From an optimization exercise on the open Yosys and OpenROAD flow, aimed at a short achievable clock period and few clock cycles per item; shortcuts taken in it are not production practice.
Only simulation tests tie the RTL to the original design; equivalence was not proved.
No driver is modelled on the clock port, so clocking that relies on it looks cheaper here than on a real chip.

## red
==> flow/design.v (excerpt) <==
module processor (
    input clk, reset,
    output [7:0] pc,
    input [31:0] instruction,
    output [31:0] Result,
    output result_valid
    );
    reg         d_v;
    reg  [4:0]  d_rd;
    reg  [31:0] d_rd_oh;
    reg  [31:0] d_rs1_oh, d_rs2_oh;
    reg  [31:0] d_rs1_ohn;     
    reg  [31:0] d_imm;         
    reg         d_isr;         
    reg         d_we;          
    reg         d_ld, d_st;    
    reg         d_sum, d_slt, d_and, d_or, d_nor, d_inv;
    reg         d_m1a, d_m1b;  
    reg         d_m2a, d_m2b;  
    reg         e_v;
    reg  [4:0]  e_rd;
    reg  [31:0] e_rd_oh;
    reg         e_we, e_ld, e_st;
    reg  [31:0] e_a, e_b, e_s;
    reg  [7:0]  e_sello;       
    reg  [31:0] e_selhi;       
    reg  [8:0]  e_off;         
    reg         e_cin;
    reg         e_sum, e_slt, e_and, e_or, e_nor;
    reg         e_sumw;        
    reg         e_sadd, e_ssub, e_saddw, e_ssubw;    
    reg  [31:0] w_val;         
    reg  [31:0] w_valn;        
    reg  [31:0] w_wen;         
    reg  [31:0] res_q;
    wire [7:0]  n_sello;
    wire [31:0] n_selhi;
    wire [31:0] w_next;
    wire [31:0] alu_w;         
    wire [31:0] mdata;         
    reg         res_v;
    reg  [7:0]  pc_q;
    reg         rst_q;         
    wire stall;
    always @(posedge clk) begin
        if (reset) pc_q <= 8'd0;
  ...
Size: ~14,000 cells after synthesis, about 75 I/O pins.
==> flow/config.mk <==
export PLATFORM = sky130hd
export DESIGN_NAME = processor
export DESIGN_NICKNAME = processor
export VERILOG_FILES = /design/flow/design.v
export SDC_FILE = /design/flow/constraint.sdc
export NUM_CORES = 8
export LEC_CHECK = 0
export CAP_MARGIN = 40
export CORE_MARGIN = 2
export CORE_UTILIZATION = 45
export GPL_ROUTABILITY_DRIVEN = 1
export GPL_TIMING_DRIVEN = 1
export SETUP_SLACK_MARGIN = 5
export SLEW_MARGIN = 60
export SYNTH_HIERARCHICAL = 1
export TNS_END_PERCENT = 100
==> flow/constraint.sdc <==
create_clock -name core_clock -period 10.0 [get_ports {clk}]
set_input_delay 2.0000 -clock core_clock [delete_from_list [all_inputs] [get_ports {clk}]]
set_output_delay 2.0000 -clock core_clock [all_outputs]
set_load 0.01 [all_outputs]
standard.sh (not shown) runs the stock make flow with config.mk's settings and CLKGATE_MAP_FILE= SYNTH_SCRIPT=/design/flow/synth_recipe.tcl, a recipe that flattens the netlist after the stock synthesis.
==> flow/flow/run.sh <==
#!/bin/bash
# Layout: the standard flow (standard.sh) run in steps, with
#  - timing repair aimed well below the 10 ns clock (repair_timing's setup
#    margin on make's command line),
#  - one more round of timing repair after clock tree synthesis
#    (flow/repair.tcl),
#  - antenna diodes with a ratio margin after global routing
#    (flow/antenna.tcl), so detailed routing normally runs once,
#  - after placement, each flip-flop that drives an output port's buffer
#    moved next to that buffer (flow/outflops.tcl). The clock tree is built
#    afterwards as usual and reaches these flip-flops like all others.
#  - synthesis without the platform's adder mapping (ADDER_MAP_FILE empty:
#    adders are left to abc as plain gates instead of full/half adder
#    cells). Otherwise it is standard.sh's synthesis: the same registers.
# The SDC is the design's, unchanged. Each step logs to its own file here.
set -euo pipefail
M=6.7
R=orfs/results/sky130hd/processor/base
bash standard.sh SETUP_SLACK_MARGIN=$M ADDER_MAP_FILE= synth > make_synth.log 2>&1
bash standard.sh SETUP_SLACK_MARGIN=$M place > make_place.log 2>&1
RESULTS=$R openroad -exit flow/outflops.tcl > outflops.log 2>&1
bash standard.sh SETUP_SLACK_MARGIN=$M cts > make_cts.log 2>&1
RESULTS=$R SETUP_MARGIN=$M SLEW_M=0 CAP_M=0 openroad -exit flow/repair.tcl > repair.log 2>&1
bash standard.sh SETUP_SLACK_MARGIN=$M grt > make_grt.log 2>&1
RESULTS=$R openroad -exit flow/antenna.tcl > antenna.log 2>&1
bash standard.sh SETUP_SLACK_MARGIN=$M finish > make_finish.log 2>&1
Other scripts of this flow, unchanged in this note and not shown: flow/flow/antenna.tcl, flow/flow/outflops.tcl, flow/flow/repair.tcl
Testbench counts of red, summed over its fixed seeds: cycles 130,094, instrs 128,000.
Inputs modified between red and blue:
--- a/flow/design.v
+++ b/flow/design.v
@@ -69,17 +69,17 @@
     wire f_inv = f_sub | f_slt;
     wire f_sum = ~(f_slt | f_and | f_or | f_nor);
     wire [31:0] f_immv = f_iss ? {{20{ins[31]}}, ins[31:25], ins[11:7]}
                                : {{20{ins[31]}}, ins[31:20]};
     wire f_m1a = d_we & (d_rd == f_rs1);
     wire f_m1b = d_we & (d_rd == f_rs2);
     wire f_m2a = e_we & (e_rd == f_rs1);
     wire f_m2b = e_we & (e_rd == f_rs2);
-    assign stall = f_isl & d_ld & f_m1a;
+    assign stall = f_isl & (d_ld | d_slt) & f_m1a;
     integer k;
     reg [31:0] f_rd_oh, f_rs1_oh, f_rs2_oh;
     always @(*) begin
         for (k = 0; k < 32; k = k + 1) begin
             f_rd_oh[k]  = (f_rd  == k[4:0]);
             f_rs1_oh[k] = (f_rs1 == k[4:0]);
             f_rs2_oh[k] = (f_rs2 == k[4:0]);
         end
@@ -202,24 +202,18 @@
     wire [7:0]  sum_lo = e_cin ? sub_lo : add_lo;
     wire [31:0] sum_hi = e_cin ? sub_hi : add_hi;
     wire [8:0] lg = ({9{e_and}} & (a[8:0] & b[8:0]))
                   | ({9{e_or}}  & (a[8:0] | b[8:0]))
                   | ({9{e_nor}} & ~(a[8:0] | b[8:0]));
     wire [7:0]  lg_lo;
     wire [31:0] lg_hi;
     WordSelPart nlg (.a (lg), .b (ni), .lo (lg_lo), .hi (lg_hi));
-    wire [7:0]  s0_lo, s1_lo;
-    wire [31:0] s0_hi, s1_hi;
-    WordSelPart ns0 (.a (9'd0), .b (ni), .lo (s0_lo), .hi (s0_hi));
-    WordSelPart ns1 (.a (9'd1), .b (ni), .lo (s1_lo), .hi (s1_hi));
-    wire [7:0]  slt_lo = lt ? s1_lo : s0_lo;
-    wire [31:0] slt_hi = lt ? s1_hi : s0_hi;
-    assign n_sello = e_sum ? sum_lo : e_slt ? slt_lo : lg_lo;
-    assign n_selhi = e_sum ? sum_hi : e_slt ? slt_hi : lg_hi;
+    assign n_sello = e_sum ? sum_lo : lg_lo;
+    assign n_selhi = e_sum ? sum_hi : lg_hi;
     wire [127:0] ssel;
     WordSel nst (.a (a[8:0]), .b (e_off), .sel (ssel));
     wire [127:0] wsel = {128{e_st}} & ssel;
     wire [127:0] e_sel;
     WordSelJoin ejoin (.lo (e_sello), .hi (e_selhi), .sel (e_sel));
     DataMem dm (
         .clk (clk),
         .reset (rst_q),
### Flow results
- blue | status: complete | timing, DRC, antenna: pass
- blue against red: count of standard-cell rows down 1, largest net degree at the start of global routing down about 6%, design area down 2200 sq um, register-to-register slack up 0.14 ns.
- Post-layout worst setup margin deteriorates in blue relative to red.
- blue and red ended up with nearly the same clock transition time at the flip-flop clock pins of the worst setup and hold paths.
- The die width was comparable across blue and red.
Testbench counts of blue, summed over its fixed seeds: cycles 130,468, instrs 128,000.

## static timing again, ports no longer ideal
Ports are ideal in the flow. The routed layouts listed here were re-timed in OpenROAD. Step 1 (the two cells are an assumption about what drives the block):
set clk [get_ports {clk}]
set_driving_cell -lib_cell sky130_fd_sc_hd__clkbuf_16 $clk
set_driving_cell -lib_cell sky130_fd_sc_hd__buf_2 [delete_from_list [all_inputs] $clk]
Step 2 adds t to the input delays and takes it off the output delays; t is the mean of the earliest and latest rising clock arrival at the registers after step 1. Input paths then give back, and output paths get back, about the clock's delay inside the block. Three values: no drivers, after step 1, after step 2; two values: the first two.
run | t (ns) | slack for setup (ns) | worst register clock-pin slew, ns | worst data-port slew with drivers (ns) | cell pins on the clock port's net
red | 1.205 | 6.441 / 6.313 / 5.555 | 0.07 / 0.07 | 0.21 | 1
blue | 1.233 | 6.376 / 6.242 / 5.560 | 0.07 / 0.07 | 0.31 | 1
After both steps every run listed still meets setup and hold. For red, which loses most, drivers alone change the setup slack by -0.128 ns; drivers and shift together by -0.886 ns.
